This design comes from an exercise in tuning for small area on the open sky130 flow, not from production work. Only simulation tests tie the RTL to the original design; equivalence was not proved. No activity file was given, so power comes from the tool's default toggle rates.

==> wip/xenon <==
Design gci_std_display_character, start of the top module:
module gci_std_display_character #(
		parameter P_AREA_H = 640,
		parameter P_AREA_V = 480,
		parameter P_AREAA_HV_N = 19,
		parameter P_MEM_ADDR_N = 23
	)(
		input wire iCLOCK,
		input wire inRESET,
		input wire iRESET_SYNC,
		input wire iIF_VALID,
		output wire oIF_BUSY,
		input wire [13:0] iIF_ADDR,	 
		input wire [31:0] iIF_DATA,
		output wire oIF_FINISH,
		output wire oIF_VALID,
		input wire iIF_BUSY,
		output wire [P_MEM_ADDR_N-1:0] oIF_ADDR,
		output wire [23:0] oIF_DATA
	);
==> flow/config.mk <==
export PLATFORM = sky130hd
export DESIGN_NAME = gci_std_display_character
export DESIGN_NICKNAME = gci_std_display_character
export VERILOG_FILES = /design/flow/design.v
export SDC_FILE = /design/flow/constraint.sdc
export NUM_CORES = 4
export LEC_CHECK = 0
export ABC_AREA = 1
export CAP_MARGIN = 25
export CORE_MARGIN = 2
export CORE_UTILIZATION = 30
export GPL_TIMING_DRIVEN = 0
export PLACE_DENSITY = 0.45
export SETUP_SLACK_MARGIN = 0.4
export SLEW_MARGIN = 25
export SYNTH_MEMORY_MAX_BITS = 32768
==> flow/constraint.sdc <==
create_clock -name core_clock -period 10.0 [get_ports {iCLOCK}]
set_input_delay 2.0000 -clock core_clock [delete_from_list [all_inputs] [get_ports {iCLOCK}]]
set_output_delay 2.0000 -clock core_clock [all_outputs]
set_load 0.01 [all_outputs]
standard.sh (not shown) runs the stock make flow with config.mk's settings and CLKGATE_MAP_FILE= SYNTH_SCRIPT=/design/flow/synth_recipe.tcl, a recipe that flattens the netlist after the stock synthesis.
==> flow/flow/run.sh <==
#!/bin/bash
# Own flow: the standard flow with two changes.
# 1. Synthesis: ORFS's synthesis script as the standard synthesis runs it, but with
#    an area-oriented ABC script (a few are tried, optionally without Yosys's
#    full-adder extraction) in place of ORFS's delay-oriented one; the smallest
#    netlist whose registers are exactly the standard synthesis's is kept.
#    No buffers are added for outputs that share a net (OpenROAD reads the
#    assign statements; the port buffers follow in placement).
# 2. Layout: the smallest buffer on the ports, and a clock tree of clkbuf_8.
set -euo pipefail
W=$(pwd)
R=$W/orfs/results/$FLOW_PLATFORM/gci_std_display_character/base
REP=$W/orfs/reports/$FLOW_PLATFORM/gci_std_display_character/base
bash standard.sh synth > $W/std_synth.log 2>&1
cp $R/1_2_yosys.v $W/std_1_2_yosys.v
cp $R/1_2_yosys.sdc $W/std_1_2_yosys.sdc
cp $REP/synth_stat.txt $W/std_synth_stat.txt
std_area=$(sed -n "s/.*Chip area for module .*: \([0-9.]*\).*/\1/p" $W/std_synth_stat.txt | tail -1)
echo "standard $std_area" > $W/synth_areas.txt
best=""; best_area=$std_area
for s in nfm nf amap; do
  for fa in 0 1 2; do
    t=synth_${s}_fa${fa}
    # fa: 0 = Yosys's adder extraction as is, 1 = none, 2 = full adders only
    xfa="extract_fa {*}[dont_use_extract_fa_args]"
    [[ $fa == 1 ]] && xfa=""
    [[ $fa == 2 ]] && xfa="extract_fa -fa {*}[dont_use_extract_fa_args]"
    sed -e "s#^\(\s*\)extract_fa {\*}\[dont_use_extract_fa_args\]#\1$xfa#" \
        -e "s#^\(\s*\)insbuf -buf #\1\# insbuf -buf #" \
        -e "s#^\(\s*\)log_cmd abc {\*}\$abc_args#\1log_cmd abc -script $W/flow/$s.abc {*}[lrange \$abc_args 2 end]#" \
        $FLOW_HOME/scripts/synth.tcl > $W/$t.tcl
    sed -e "s#^source \$::env(SCRIPTS_DIR)/synth.tcl#source $W/$t.tcl#" $W/synth_recipe.tcl > $W/my_$t.tcl
    rm -f $R/1_2_yosys.v $R/1_2_yosys.sdc $R/1_synth.odb $R/1_synth.sdc
    if bash standard.sh "SYNTH_SCRIPT=$W/my_$t.tcl" $R/1_2_yosys.v > $W/$t.log 2>&1 \
       && cp $R/1_2_yosys.v $W/$t.v && cp $REP/synth_stat.txt $W/$t.stat \
       && python3 $W/flow/same_regs.py $W/std_1_2_yosys.v $W/$t.v > $W/$t.regs 2>&1; then
      a=$(sed -n "s/.*Chip area for module .*: \([0-9.]*\).*/\1/p" $W/$t.stat | tail -1)
      echo "$t $a" >> $W/synth_areas.txt
      # (far smaller than the standard netlist would mean lost logic)
      if python3 -c "import sys; sys.exit(0 if $a < $best_area and $a > 0.5 * $std_area else 1)"; then
        best=$t; best_area=$a
      fi
    fi
  done
done
echo "chosen ${best:-standard} $best_area" >> $W/synth_areas.txt
rm -f $R/1_2_yosys.v $R/1_2_yosys.sdc $R/1_synth.odb $R/1_synth.sdc
if [[ -n "$best" ]]; then cp $W/$best.v $R/1_2_yosys.v; else cp $W/std_1_2_yosys.v $R/1_2_yosys.v; fi
cp $W/std_1_2_yosys.sdc $R/1_2_yosys.sdc
bash standard.sh finish "BUFFER_PORTS_ARGS=-buffer_cell sky130_fd_sc_hd__buf_1" \
  "CTS_ARGS=-sink_clustering_enable -repair_clock_nets -dont_use_dummy_load -buf_list sky130_fd_sc_hd__clkbuf_8 -sink_clustering_size 30" \
  > $W/std_finish.log 2>&1
Other scripts of this flow, unchanged in this note and not shown: flow/flow/amap.abc, flow/flow/nf.abc, flow/flow/nfm.abc, flow/flow/same_regs.py
==> wip/sierra: changes against wip/xenon <==
Settings changed: CAP_MARGIN 25 to 40, GPL_TIMING_DRIVEN 0 to default, SLEW_MARGIN 25 to 40.
==> impl_metrics.json <==
{
  "buffer_area_share_pct": 9.16,
  "cp-startpoint": "b_base[8]",
  "hpwl_um": 29800,
  "postLayoutCellArea_um2": 6720,
  "arrival_ps": 5950,
  "run_status": "complete, no violations",
  "grt_pass1_vias": 7442,
  "min_period_ps": 7950,
  "slowest_stage": "edfxtp_1",
  "use_met3_pct": 15.9,
  "placed_cell_area_um2": 6630
}
-- figures above: wip/sierra

==> impl_metrics.json <==
{
  "run_status": "complete, no violations",
  "placed_cell_area_um2": 6470,
  "min_period_ps": 8780,
  "maxSlewViolCount": 0,
  "grt_pass1_vias": 7531,
  "arrival_ps": 6780,
  "hpwl_um": 29600,
  "slowest_stage": "dfxtp_1",
  "use_met3_pct": 14.0,
  "buffer_area_share_pct": 6.92
}
-- figures above: wip/xenon


* * *

==> v17: inputs <==
gci_std_display_character, a different RTL version from the one above (not shown whole).
Design gci_std_display_character, start of the top module:
module gci_std_display_character #(
		parameter P_AREA_H = 640,
		parameter P_AREA_V = 480,
		parameter P_AREAA_HV_N = 19,
		parameter P_MEM_ADDR_N = 23
	)(
		input wire iCLOCK,
		input wire inRESET,
		input wire iRESET_SYNC,
		input wire iIF_VALID,
		output wire oIF_BUSY,
		input wire [13:0] iIF_ADDR,	 
		input wire [31:0] iIF_DATA,
		output wire oIF_FINISH,
		output wire oIF_VALID,
		input wire iIF_BUSY,
		output wire [P_MEM_ADDR_N-1:0] oIF_ADDR,
		output wire [23:0] oIF_DATA
	);
export LEC_CHECK = 0
export ABC_AREA = 1
export CAP_MARGIN = 40
export CORE_MARGIN = 2
export CORE_UTILIZATION = 30
export GPL_TIMING_DRIVEN = 0
export PLACE_DENSITY = 0.45
export SETUP_SLACK_MARGIN = 0.4
export SLEW_MARGIN = 40
export SYNTH_MEMORY_MAX_BITS = 32768
create_clock -name core_clock -period 10.0 [get_ports {iCLOCK}]
==> flow/flow/amap.abc <==
strash
dch
amap
topo
==> flow/flow/nf.abc <==
strash
&get -n
&dch -f
&nf -a -R 1000
&put
topo
==> flow/flow/nfm.abc <==
strash
&get -n
&dch -f
&nf -p -R 1000
&put
mfs3 -ae
topo
==> flow/flow/same_regs.py <==
import re, sys
def regs(path):
    s=open(path).read()
    out=set()
    for m in re.finditer(r'\b(sky130_fd_sc_hd__(?:df|edf|sdf|sedf|dl)\w*)\s+(\\\S+|\w+)\s*\(', s):
        out.add((m.group(1), m.group(2)))
    return out
a=regs(sys.argv[1]); b=regs(sys.argv[2])
print(len(a), "registers in the standard netlist,", len(b), "in the re-mapped one")
if a!=b:
    print("differ:", sorted(a^b)); sys.exit(1)
print("same")
Scripts as last shown in full above: flow/flow/run.sh
==> v20: changes against v17 <==
CAP_MARGIN = 20   (was 40)
SLEW_MARGIN = 20   (was 40)
==> results.cfg <==
[outcome]
status = timing/DRC/antenna clean

[pwr]
power_density_nw_per_um2 = 290.9
seq_power_share_pct = 21.5
p_total_w = 0.001955

[cells_and_area]
buffers = 107
layout_common_cells = nand2_1, buf_1, nor2_1

[grt]
first_global_vias = 7603

[place]
dpl_cell_area_um2 = 6639

[drt]
dr_wl_met2_um = 16700
wl_met1_um = 14230

[timing]
max_freq_mhz = 120.5
Source of the figures above: v17

==> results.cfg <==
[pwr]
seq_power_share_pct = 20.2
p_total_w = 0.001955
power_density_nw_per_um2 = 293.6

[place]
dpl_cell_area_um2 = 6575

[outcome]
check.faults = max-capacitance violations, max-slew violations
status = finished with violations

[drt]
wl_met1_um = 14560

[grt]
first_global_vias = 7589

[timing]
maxSlewViolCount = 2

[cells_and_area]
layout_common_cells = nand2_1, buf_1, nor2_1

[flow_run]
maxCapViolations = 1
Source of the figures above: v20


* * *

==> try-raven <==
gci_std_display_character, a different RTL version from the one above (not shown whole).
==> module gci_std_display_character, before the edit <==
module gci_std_display_character #(
		parameter P_AREA_H = 640,
		parameter P_AREA_V = 480,
		parameter P_AREAA_HV_N = 19,
		parameter P_MEM_ADDR_N = 23
	)(
		input wire iCLOCK,
		input wire inRESET,
		input wire iRESET_SYNC,
		input wire iIF_VALID,
		output wire oIF_BUSY,
		input wire [13:0] iIF_ADDR,	 
		input wire [31:0] iIF_DATA,
		output wire oIF_FINISH,
		output wire oIF_VALID,
		input wire iIF_BUSY,
		output wire [P_MEM_ADDR_N-1:0] oIF_ADDR,
		output wire [23:0] oIF_DATA
	);
	reg b_busy;
	reg [6:0] b_pixel;
	reg [11:0] b_fore;
	reg [11:0] b_back;
	reg [13:0] b_base;
	reg [6:0] b_code;
	wire finish = b_busy & b_pixel[6] & b_pixel[5] & b_pixel[4];
	wire write = b_busy & !finish & !iIF_BUSY;
	always@(posedge iCLOCK or negedge inRESET)begin
		if(!inRESET)begin
			b_busy <= 1'b0;
		end
		else if(iRESET_SYNC)begin
			b_busy <= 1'b0;
		end
		else if(!b_busy)begin
			b_busy <= iIF_VALID;
		end
		else if(finish)begin
			b_busy <= 1'b0;
		end
	end
	always@(posedge iCLOCK)begin
		if(!b_busy)begin
			b_pixel <= 7'h0;
			b_fore <= iIF_DATA[19:8];
			b_back <= iIF_DATA[31:20];
			b_base <= iIF_ADDR;
			b_code <= iIF_DATA[6:0];
		end
		else if(write)begin
			b_pixel <= b_pixel + 7'h1;
		end
	end
	wire pixel_on;
	gci_std_display_font FONT14X8(
		.iCODE(b_code),
		.iROW(b_pixel[6:3]),
		.iCOL(b_pixel[2:0]),
		.oPIXEL(pixel_on)
	);
	wire [5:0] r = b_base[13:8];
	wire [3:0] row = b_pixel[6:3];
	wire [3:0] chi = b_base[7:4];
	wire [12:0] hi;
	wire s0 = row[0] ^ chi[0];
	wire c0 = row[0] & chi[0];
	wire s1 = r[0] ^ row[1] ^ chi[1];
	wire c1 = (r[0] & row[1]) | (r[0] & chi[1]) | (row[1] & chi[1]);
	wire s2 = c0 ^ s1;
	wire c2 = c0 & s1;
	wire s3 = r[1] ^ r[0] ^ row[2];
	wire c3 = (r[1] & r[0]) | (r[1] & row[2]) | (r[0] & row[2]);
	wire s4 = row[0] ^ chi[2] ^ c1;
	wire c4 = (row[0] & chi[2]) | (row[0] & c1) | (chi[2] & c1);
	wire s5 = c2 ^ s3 ^ s4;
	wire c5 = (c2 & s3) | (c2 & s4) | (s3 & s4);
	wire s6 = r[2] ^ r[1] ^ row[3];
	wire c6 = (r[2] & r[1]) | (r[2] & row[3]) | (r[1] & row[3]);
	wire s7 = row[1] ^ chi[3] ^ c3;
	wire c7 = (row[1] & chi[3]) | (row[1] & c3) | (chi[3] & c3);
	wire s8 = c4 ^ c5 ^ s6;
	wire c8 = (c4 & c5) | (c4 & s6) | (c5 & s6);
	wire s9 = s7 ^ s8;
	wire c9 = s7 & s8;
	wire s10 = r[3] ^ r[2] ^ row[2];
	wire c10 = (r[3] & r[2]) | (r[3] & row[2]) | (r[2] & row[2]);
	wire s11 = c6 ^ c7 ^ c8;
	wire c11 = (c6 & c7) | (c6 & c8) | (c7 & c8);
	wire s12 = c9 ^ s10 ^ s11;
	wire c12 = (c9 & s10) | (c9 & s11) | (s10 & s11);
	wire s13 = r[4] ^ r[3] ^ row[3];
	wire c13 = (r[4] & r[3]) | (r[4] & row[3]) | (r[3] & row[3]);
	wire s14 = c10 ^ c11 ^ c12;
	wire c14 = (c10 & c11) | (c10 & c12) | (c11 & c12);
	wire s15 = s13 ^ s14;
	wire c15 = s13 & s14;
	wire s16 = r[5] ^ r[4] ^ r[0];
	wire c16 = (r[5] & r[4]) | (r[5] & r[0]) | (r[4] & r[0]);
	wire s17 = c13 ^ c14 ^ c15;
	wire c17 = (c13 & c14) | (c13 & c15) | (c14 & c15);
	wire s18 = s16 ^ s17;
	wire c18 = s16 & s17;
	wire s19 = r[5] ^ r[1] ^ c16;
	wire c19 = (r[5] & r[1]) | (r[5] & c16) | (r[1] & c16);
	wire s20 = c17 ^ c18 ^ s19;
	wire c20 = (c17 & c18) | (c17 & s19) | (c18 & s19);
	wire s21 = r[2] ^ c19 ^ c20;
	wire c21 = (r[2] & c19) | (r[2] & c20) | (c19 & c20);
	wire s22 = r[3] ^ c21;
	wire c22 = r[3] & c21;
	wire s23 = r[4] ^ c22;
	wire c23 = r[4] & c22;
	wire s24 = r[5] ^ c23;
	wire c24 = r[5] & c23;
	assign hi = {c24, s24, s23, s22, s21, s20, s18, s15, s12, s9, s5, s2, s0};
	assign oIF_BUSY = b_busy;
	assign oIF_FINISH = finish;
	assign oIF_VALID = write;
	assign oIF_ADDR = {3'b000, hi, b_base[3:0], b_pixel[2:0]};
	wire [11:0] color = pixel_on ? b_fore : b_back;
	assign oIF_DATA = {color[11:8], color[11:8], color[7:4], color[7:4], color[3:0], color[3:0]};
endmodule
clock: 10.0 ns
lec_check: 0
abc_area: 1
cap_margin: 20
core_margin: 2
core_utilization: 30
place_density: 0.45
slew_margin: 20
synth_memory_max_bits: 32768
==> flow/flow/run.sh <==
#!/bin/bash
# Own flow: the standard flow, with the standard synthesis netlist's combinational
# logic re-mapped for area before floorplanning, and the smallest buffer on the ports.
set -euo pipefail
W=$(pwd)
R=$W/orfs/results/$FLOW_PLATFORM/gci_std_display_character/base
YOSYS=yosys
if ! command -v yosys >/dev/null 2>&1; then YOSYS=$FLOW_HOME/../tools/install/yosys/bin/yosys; fi
LIB=$FLOW_HOME/platforms/$FLOW_PLATFORM/lib/sky130_fd_sc_hd__tt_025C_1v80.lib
bash standard.sh synth > $W/std_synth.log 2>&1
cp $R/1_2_yosys.v $W/std_1_2_yosys.v
mkdir -p $W/maps
python3 $W/flow/mkmap.py $LIB $W/maps > $W/mkmap.log 2>&1
# Re-map with a few ABC scripts, keeping or re-mapping the full adders; keep the smallest.
# (A candidate far smaller than the standard netlist would mean ABC dropped logic.)
std_area=$(sed -n "s/.*Chip area for module .*: \([0-9.]*\).*/\1/p" $W/orfs/reports/$FLOW_PLATFORM/gci_std_display_character/base/synth_stat.txt | tail -1)
best=""; best_area=""
for s in nfm nf nf2 amap rs; do
  for m in combmap combmap_nofa; do
    t=remap_${s}_${m}
    if REMAP_LIB=$LIB REMAP_COMBMAP=$W/maps/$m.v REMAP_IN=$W/std_1_2_yosys.v REMAP_TOP=$FLOW_TOP \
       REMAP_SCRIPT=$W/flow/$s.abc REMAP_STAT=$W/$t.stat REMAP_OUT=$W/$t.v \
       $YOSYS -c $W/flow/remap.tcl > $W/$t.log 2>&1 \
       && python3 $W/flow/same_regs.py $W/std_1_2_yosys.v $W/$t.v > $W/$t.regs 2>&1; then
      a=$(sed -n "s/.*Chip area for module .*: \([0-9.]*\).*/\1/p" $W/$t.stat)
      echo "$t $a" >> $W/remap_areas.txt
      if python3 -c "import sys; sys.exit(0 if $a < 0.5 * $std_area else 1)"; then continue; fi
      if [[ -z "$best" ]] || python3 -c "import sys; sys.exit(0 if $a < $best_area else 1)"; then
        best=$t; best_area=$a
      fi
    fi
  done
done
echo "chosen $best $best_area" >> $W/remap_areas.txt
cp $W/$best.v $R/1_2_yosys.v
touch $R/1_2_yosys.v
# Port buffers: the smallest buffer instead of the delay cell the resizer picks.
bash standard.sh finish "BUFFER_PORTS_ARGS=-buffer_cell sky130_fd_sc_hd__buf_1" > $W/std_finish.log 2>&1
Scripts as last shown in full above: flow/flow/amap.abc, flow/flow/nf.abc, flow/flow/nfm.abc, flow/flow/same_regs.py
Other scripts of this flow, unchanged in this note and not shown: flow/flow/mkmap.py, flow/flow/nf2.abc, flow/flow/remap.tcl, flow/flow/rs.abc
==> try-umber: changes against try-raven <==
--- a/flow/design.v
+++ b/flow/design.v
@@ -736,10 +736,21 @@
 	reg b_busy;
 	reg [6:0] b_pixel;
+	reg b_pixel_on;
 	reg [11:0] b_fore;
 	reg [11:0] b_back;
 	reg [13:0] b_base;
 	reg [6:0] b_code;
-	wire finish = b_busy & b_pixel[6] & b_pixel[5] & b_pixel[4];
-	wire write = b_busy & !finish & !iIF_BUSY;
+	wire last = b_pixel[6] & b_pixel[5] & b_pixel[4];
+	wire fetch = last & b_pixel[3];
+	wire finish = b_busy & last & !b_pixel[3];
+	wire write = b_busy & !last & !iIF_BUSY;
+	wire [6:0] next_pixel = b_pixel + 7'h1;
+	wire font_pixel;
+	gci_std_display_font FONT14X8(
+		.iCODE(b_code),
+		.iROW(next_pixel[6:3]),
+		.iCOL(next_pixel[2:0]),
+		.oPIXEL(font_pixel)
+	);
 	always@(posedge iCLOCK or negedge inRESET)begin
 		if(!inRESET)begin
@@ -758,5 +769,5 @@
 	always@(posedge iCLOCK)begin
 		if(!b_busy)begin
-			b_pixel <= 7'h0;
+			b_pixel <= 7'h7f;
 			b_fore <= iIF_DATA[19:8];
 			b_back <= iIF_DATA[31:20];
@@ -764,15 +775,9 @@
 			b_code <= iIF_DATA[6:0];
 		end
-		else if(write)begin
-			b_pixel <= b_pixel + 7'h1;
+		else if(fetch | write)begin
+			b_pixel <= next_pixel;
+			b_pixel_on <= font_pixel;
 		end
 	end
-	wire pixel_on;
-	gci_std_display_font FONT14X8(
-		.iCODE(b_code),
-		.iROW(b_pixel[6:3]),
-		.iCOL(b_pixel[2:0]),
-		.oPIXEL(pixel_on)
-	);
 	wire [5:0] r = b_base[13:8];
 	wire [3:0] row = b_pixel[6:3];
@@ -834,5 +839,5 @@
 	assign oIF_VALID = write;
 	assign oIF_ADDR = {3'b000, hi, b_base[3:0], b_pixel[2:0]};
-	wire [11:0] color = pixel_on ? b_fore : b_back;
+	wire [11:0] color = b_pixel_on ? b_fore : b_back;
 	assign oIF_DATA = {color[11:8], color[11:8], color[7:4], color[7:4], color[3:0], color[3:0]};
 endmodule
--- a/flow/flow/run.sh
+++ b/flow/flow/run.sh
@@ -36,3 +36,6 @@
 touch $R/1_2_yosys.v
 # Port buffers: the smallest buffer instead of the delay cell the resizer picks.
-bash standard.sh finish "BUFFER_PORTS_ARGS=-buffer_cell sky130_fd_sc_hd__buf_1" > $W/std_finish.log 2>&1
+# Clock tree: clkbuf_8 buffers, larger sink clusters, no dummy loads.
+bash standard.sh finish "BUFFER_PORTS_ARGS=-buffer_cell sky130_fd_sc_hd__buf_1" \
+  "CTS_ARGS=-sink_clustering_enable -repair_clock_nets -dont_use_dummy_load -buf_list sky130_fd_sc_hd__clkbuf_8 -sink_clustering_size 30" \
+  > $W/std_finish.log 2>&1
==> qor summary <==
quantity                                                       try-raven                  try-umber
Outcome                                          complete, no violations    complete, no violations
Final cycle utilization of the critical path                       95.3%                      82.7%
Internal power                                                    435 uW                     871 uW
Routed metal-1 wire length                                     13,500 um                  14,600 um
Master cell of the clock root buffer          sky130_fd_sc_hd__clkbuf_16  sky130_fd_sc_hd__clkbuf_8
Data arrival time of the critical path                           7530 ps                    8290 ps
Number of stages on the worst setup path                              22                         28
Total area of sequential cells                                1520 sq um                 1550 sq um
Post-placement cell area                                      6640 sq um                 6800 sq um
Crit path launch                                              b_pixel[6]                 b_pixel[4]
Worst Setup End Kind                                          output pin                       flop
Worst-case hold path end point                                b_pixel[0]                 b_pixel[1]
Nets                                                                 996                      1,020
Non-clock buffers                                                    150                        160
Multi-input gate share of total cell area                          55.9%                      55.8%
Total vias in the final route                                      7,893                      8,024
Number of placed cells counting well taps                          1,181                      1,208
Power Combinational                                               252 uW                    2.11 mW
Initial antenna violation count                                        0                          1
Fill cells                                                         2,055                      2,199
Overall die height                                                143 um                     144 um
Met2 layer wire length in the routed design                    16,100 um                  16,500 um
Max Fclk                                                         105 MHz                    121 MHz
Vias in the first global route                                     7,444                      7,791
Routed via count divided by cell count                              6.64                       6.60
Capture point of the worst path                              oIF_DATA[9]                 b_pixel_on

re-timing with driven ports:
Ports are ideal in the flow. The routed layouts listed here were re-timed in OpenROAD. Step 1 sets driving cells, clkbuf_16 on the clock port and buf_2 on the other inputs (assumed; they add their load-dependent delay and slew). Step 2 also shifts input and output timing later by t, the mid clock arrival at the registers, as if the neighbouring blocks saw the same clock. a / b / c = ideal ports / drivers / drivers and shift; a / b = the first two.
run	t, ns	slack for setup (ns)	worst data-port slew with drivers (ns)
wip/xenon	0.329	1.223 / 1.191 / 1.520	0.04
wip/sierra	0.326	2.054 / 2.024 / 2.350	0.04
v17	0.324	1.699 / 1.669 / 1.993	0.04
v20	0.328	1.067 / 1.034 / 1.362	0.04
try-raven	0.326	0.465 / 0.431 / 0.757	0.05
try-umber	0.331	1.732 / 1.732 / 1.732	0.04
